Source: an optimization exercise on an open RTL-to-GDS flow (aim: small area and a short achievable clock period). Production flows keep margins and buffers that such runs may drop. Only simulation tests tie the RTL to the original design; equivalence was not proved.

## before
==> flow/design.v <==
module aish_merge #(
	parameter NB = 16
) (
	input  [8*NB-1:0] a,
	input  [8*NB-1:0] b,
	input  [8*NB-1:0] c,
	input  [NB-1:0]   sa,
	input  [NB-1:0]   sb,
	input  [NB-1:0]   sc,
	output [8*NB-1:0] y
);
	genvar j;
	generate
		for (j = 0; j < NB; j = j + 1) begin : g_byte
			assign y[8*j +: 8] = ~((a[8*j +: 8] & {8{sa[j]}}) |
			                       (b[8*j +: 8] & {8{sb[j]}}) |
			                       (c[8*j +: 8] & {8{sc[j]}}));
		end
	endgenerate
endmodule
module aish_rot #(
	parameter NB  = 16,
	parameter SH  = 1,
	parameter INV = 1,
	parameter SN  = 0
) (
	input  [8*NB-1:0] a,
	input             s,
	output [8*NB-1:0] y
);
	wire [8*NB-1:0] r = {a[8*SH-1:0], a[8*NB-1:8*SH]};
	wire [8*NB-1:0] m = (SN ? ~s : s) ? r : a;
	assign y = INV ? ~m : m;
endmodule
module aish_sort4 (
	input  [3:0] v,
	output [3:0] t
);
	assign t[0] = |v;
	assign t[1] = (v[0] & v[1]) | (v[0] & v[2]) | (v[0] & v[3]) |
	              (v[1] & v[2]) | (v[1] & v[3]) | (v[2] & v[3]);
	assign t[2] = (v[0] & v[1] & v[2]) | (v[0] & v[1] & v[3]) |
	              (v[0] & v[2] & v[3]) | (v[1] & v[2] & v[3]);
	assign t[3] = &v;
endmodule
module aish_tadd #(
	parameter N = 4
) (
	input  [N-1:0]   a,
	input  [N-1:0]   b,
	output [2*N-1:0] c
);
	wire [N:0] ae = {a, 1'b1};
	wire [N:0] be = {b, 1'b1};
	genvar m, i;
	generate
		for (m = 1; m <= 2 * N; m = m + 1) begin : g_m
			wire [N:0] term;
			for (i = 0; i <= N; i = i + 1) begin : g_i
				if (m - i >= 0 && m - i <= N)
					assign term[i] = ae[i] & be[m-i];
				else
					assign term[i] = 1'b0;
			end
			assign c[m-1] = |term;
		end
	endgenerate
endmodule
module aish_thermo16 (
	input  [15:0] x,
	output [15:0] t
);
	wire [3:0] n0, n1, n2, n3;
	wire [7:0] h0, h1;
	aish_sort4 u_n0 (.v(x[3:0]),   .t(n0));
	aish_sort4 u_n1 (.v(x[7:4]),   .t(n1));
	aish_sort4 u_n2 (.v(x[11:8]),  .t(n2));
	aish_sort4 u_n3 (.v(x[15:12]), .t(n3));
	aish_tadd #(.N(4)) u_h0 (.a(n0), .b(n1), .c(h0));
	aish_tadd #(.N(4)) u_h1 (.a(n2), .b(n3), .c(h1));
	aish_tadd #(.N(8)) u_t  (.a(h0), .b(h1), .c(t));
endmodule
module aish_rot2 #(
	parameter NB  = 16,
	parameter SH  = 1,
	parameter INV = 1
) (
	input  [8*NB-1:0] a,
	input             s_n,
	input             s_p,
	output [8*NB-1:0] y
);
	localparam HB = 4 * NB;
	wire [8*NB-1:0] r = {a[8*SH-1:0], a[8*NB-1:8*SH]};
	wire [8*NB-1:0] m = {s_p ? r[8*NB-1:HB] : a[8*NB-1:HB], ~s_n ? r[HB-1:0] : a[HB-1:0]};
	assign y = INV ? ~m : m;
endmodule
module aish_sel #(
	parameter NB = 16
) (
	input  [NB-1:0] t,
	input  [NB-1:0] h,
	input           up,
	output [NB-1:0] sa,
	output [NB-1:0] sb,
	output [NB-1:0] sc
);
	assign sa = up ? ~t : ~h;
	assign sb = {NB{up}} & t;
	assign sc = {NB{~up}} & h;
endmodule
module axi_stream_insert_header #(
	parameter DATA_WD = 128,
	parameter DATA_BYTE_WD = DATA_WD / 8
) (
	input                           clk,
	input                           rst_n,
	input                           valid_in,
	input      [DATA_WD-1 : 0]      data_in,
	input      [DATA_BYTE_WD-1 : 0] keep_in,
	input                           last_in,
	output reg                      ready_in,
	input                           valid_insert,
	input      [DATA_WD-1 : 0]      header_insert,
	input      [DATA_BYTE_WD-1 : 0] keep_insert,
	output reg                      ready_insert,
	output                          valid_out,
	output     [DATA_WD-1 : 0]      data_out,
	output     [DATA_BYTE_WD-1 : 0] keep_out,
	output                          last_out,
	input                           ready_out
);
	localparam NB = DATA_BYTE_WD;
	reg               rdy_prev;    
	reg               rdy_prev2;   
	reg [DATA_WD-1:0] data_d;      
	reg [DATA_WD-1:0] merged_n;    
	reg [4:0]         hdr_cnt;     
	reg [4:0]         keep_cnt;    
	reg [5:0]         end_cnt;     
	reg [2:0]         rot_n;       
	reg [2:0]         rot_p;       
	wire [1:0] in_c2 [0:7];
	wire [2:0] in_c4 [0:3];
	wire [3:0] in_c8 [0:1];
	genvar g;
	generate
		for (g = 0; g < 8; g = g + 1) begin : g_c2
			assign in_c2[g] = keep_in[2*g] + keep_in[2*g+1];
		end
		for (g = 0; g < 4; g = g + 1) begin : g_c4
			assign in_c4[g] = in_c2[2*g] + in_c2[2*g+1];
		end
		for (g = 0; g < 2; g = g + 1) begin : g_c8
			assign in_c8[g] = in_c4[2*g] + in_c4[2*g+1];
		end
	endgenerate
	wire [4:0] in_cnt = in_c8[0] + in_c8[1];
	wire start = ready_out & valid_insert & valid_in;
	wire up    = ready_in & ~rdy_prev;
	wire [4:0] shift;
	wire [15:0] ins_t;
	aish_thermo16 u_ins_t (.x(keep_insert), .t(ins_t));
	wire [4:0] ins_cnt;
	assign ins_cnt[4] = ins_t[15];
	assign ins_cnt[3] = ins_t[7] & ~ins_t[15];
	assign ins_cnt[2] = (ins_t[3] & ~ins_t[7]) | (ins_t[11] & ~ins_t[15]);
	assign ins_cnt[1] = (ins_t[1] & ~ins_t[3]) | (ins_t[5] & ~ins_t[7]) |
	                    (ins_t[9] & ~ins_t[11]) | (ins_t[13] & ~ins_t[15]);
	assign ins_cnt[0] = (ins_t[0] & ~ins_t[1]) | (ins_t[2] & ~ins_t[3]) |
	                    (ins_t[4] & ~ins_t[5]) | (ins_t[6] & ~ins_t[7]) |
	                    (ins_t[8] & ~ins_t[9]) | (ins_t[10] & ~ins_t[11]) |
	                    (ins_t[12] & ~ins_t[13]) | (ins_t[14] & ~ins_t[15]);
	assign shift = up ? ins_cnt : hdr_cnt;
	reg [NB-1:0] hdr_low;
	integer j;
	always @(*) begin
		for (j = 0; j < NB; j = j + 1)
			hdr_low[j] = (hdr_cnt > j);
	end
	wire [NB-1:0] sel_in, sel_hdr, sel_prev;
	aish_sel #(.NB(NB)) u_sel (
		.t(ins_t), .h(hdr_low), .up(up),
		.sa(sel_in), .sb(sel_hdr), .sc(sel_prev));
	wire [DATA_WD-1:0] merged_n_d, merged_n_d8;
	aish_merge #(.NB(NB)) u_merge (
		.a(data_in), .b(header_insert), .c(data_d),
		.sa(sel_in), .sb(sel_hdr), .sc(sel_prev), .y(merged_n_d));
	aish_rot #(.NB(NB), .SH(8), .INV(0)) u_rot3 (.a(merged_n_d), .s(shift[3]), .y(merged_n_d8));
	wire [DATA_WD-1:0] r0, r1;
	aish_rot2 #(.NB(NB), .SH(1), .INV(1)) u_rot0 (.a(merged_n), .s_n(rot_n[0]), .s_p(rot_p[0]), .y(r0));
	aish_rot2 #(.NB(NB), .SH(2), .INV(1)) u_rot1 (.a(r0),       .s_n(rot_n[1]), .s_p(rot_p[1]), .y(r1));
	aish_rot2 #(.NB(NB), .SH(4), .INV(1)) u_rot2 (.a(r1),       .s_n(rot_n[2]), .s_p(rot_p[2]), .y(data_out));
	reg [NB-1:0] last_keep;
	integer k;
	always @(*) begin
		for (k = 0; k < NB; k = k + 1)
			last_keep[k] = (end_cnt >= 2 * NB - k);
	end
	assign valid_out = rdy_prev | rdy_prev2;
	assign last_out  = rdy_prev2 & ~rdy_prev;
	assign keep_out  = rdy_prev ? {NB{1'b1}} : last_keep;
	always @(posedge clk or negedge rst_n) begin
		if (~rst_n) begin
			ready_in     <= 1'b0;
			ready_insert <= 1'b0;
			rdy_prev     <= 1'b0;
			rdy_prev2    <= 1'b0;
		end else begin
			if (last_in)
				ready_in <= 1'b0;
			else if (start)
				ready_in <= 1'b1;
			if (ready_in)
				ready_insert <= 1'b0;
			else if (start)
				ready_insert <= 1'b1;
			rdy_prev  <= ready_in;
			rdy_prev2 <= rdy_prev;
		end
	end
	always @(posedge clk) begin
		data_d   <= data_in;
		merged_n <= merged_n_d8;
		rot_n    <= ~shift[2:0];
		rot_p    <= shift[2:0];
		if (up)
			hdr_cnt <= ins_cnt;
		keep_cnt <= in_cnt;
		end_cnt  <= hdr_cnt + keep_cnt;
	end
endmodule
export LEC_CHECK = 0
export CAP_MARGIN = 20
export CORE_MARGIN = 2
export CORE_UTILIZATION = 60
export CTS_BUF_LIST = sky130_fd_sc_hd__clkbuf_8
export CTS_CLUSTER_DIAMETER = 60
export CTS_CLUSTER_SIZE = 12
export SLEW_MARGIN = 20
export SYNTH_HIERARCHICAL = 1
create_clock -name core_clock -period 30.0 [get_ports {clk}]
standard.sh (not shown) runs the stock make flow with config.mk's settings and CLKGATE_MAP_FILE= SYNTH_SCRIPT=/design/flow/synth_recipe.tcl, a recipe that flattens the netlist after the stock synthesis.
==> flow/flow/run.sh <==
#!/bin/bash
# Standard layout, with plain buf_1 cells as the port buffers and timing repair aiming well below the period.
set -euo pipefail
bash standard.sh 'BUFFER_PORTS_ARGS=-buffer_cell sky130_fd_sc_hd__buf_1' SETUP_SLACK_MARGIN=21.3 finish > make.log 2>&1
## Diff of input files: after against before
Settings: CORE_UTILIZATION now 70, was 60.
==> flow/flow/run.sh <==
#!/bin/bash
# Standard layout, with plain buf_1 cells as the port buffers and timing repair aiming well below the period.
set -euo pipefail
bash standard.sh 'BUFFER_PORTS_ARGS=-buffer_cell sky130_fd_sc_hd__buf_1' SETUP_SLACK_MARGIN=21.5 finish > make.log 2>&1
### Flow results
Diff after and before: post-route met1 wirelength lower in after
The wire length after detailed routing on after is in line with that on before.
Delta (after minus before): count of placed standard cells in the final layout, fillers left out now smaller, standard cell core area now smaller, actual transition at the worst max-transition pin now smaller.

static timing again, ports no longer ideal:
In the flow no input, the clock included, has a driving cell. The finished layouts below were timed again as built, in two steps.
Step 1 sets driving cells, clkbuf_16 on the clock port and buf_2 on the other inputs (assumed; they add their load-dependent delay and slew).
Step 2 also shifts input and output timing later by t, the mid clock arrival at the registers, as if the neighbouring blocks saw the same clock.
a / b / c = no drivers / after step 1 / after step 2; a / b = the first two.
run | shift t [ns] | setup WS [ns] | worst slew at a driven data input, ns
before | 0.615 | 21.375 / 21.372 / 20.783 | 0.09
after | 0.613 | 21.466 / 21.493 / 20.880 | 0.07
After both steps every run listed still meets setup and hold. For before, which loses most, drivers alone change the setup slack by -0.003 ns; drivers and shift together by -0.592 ns.
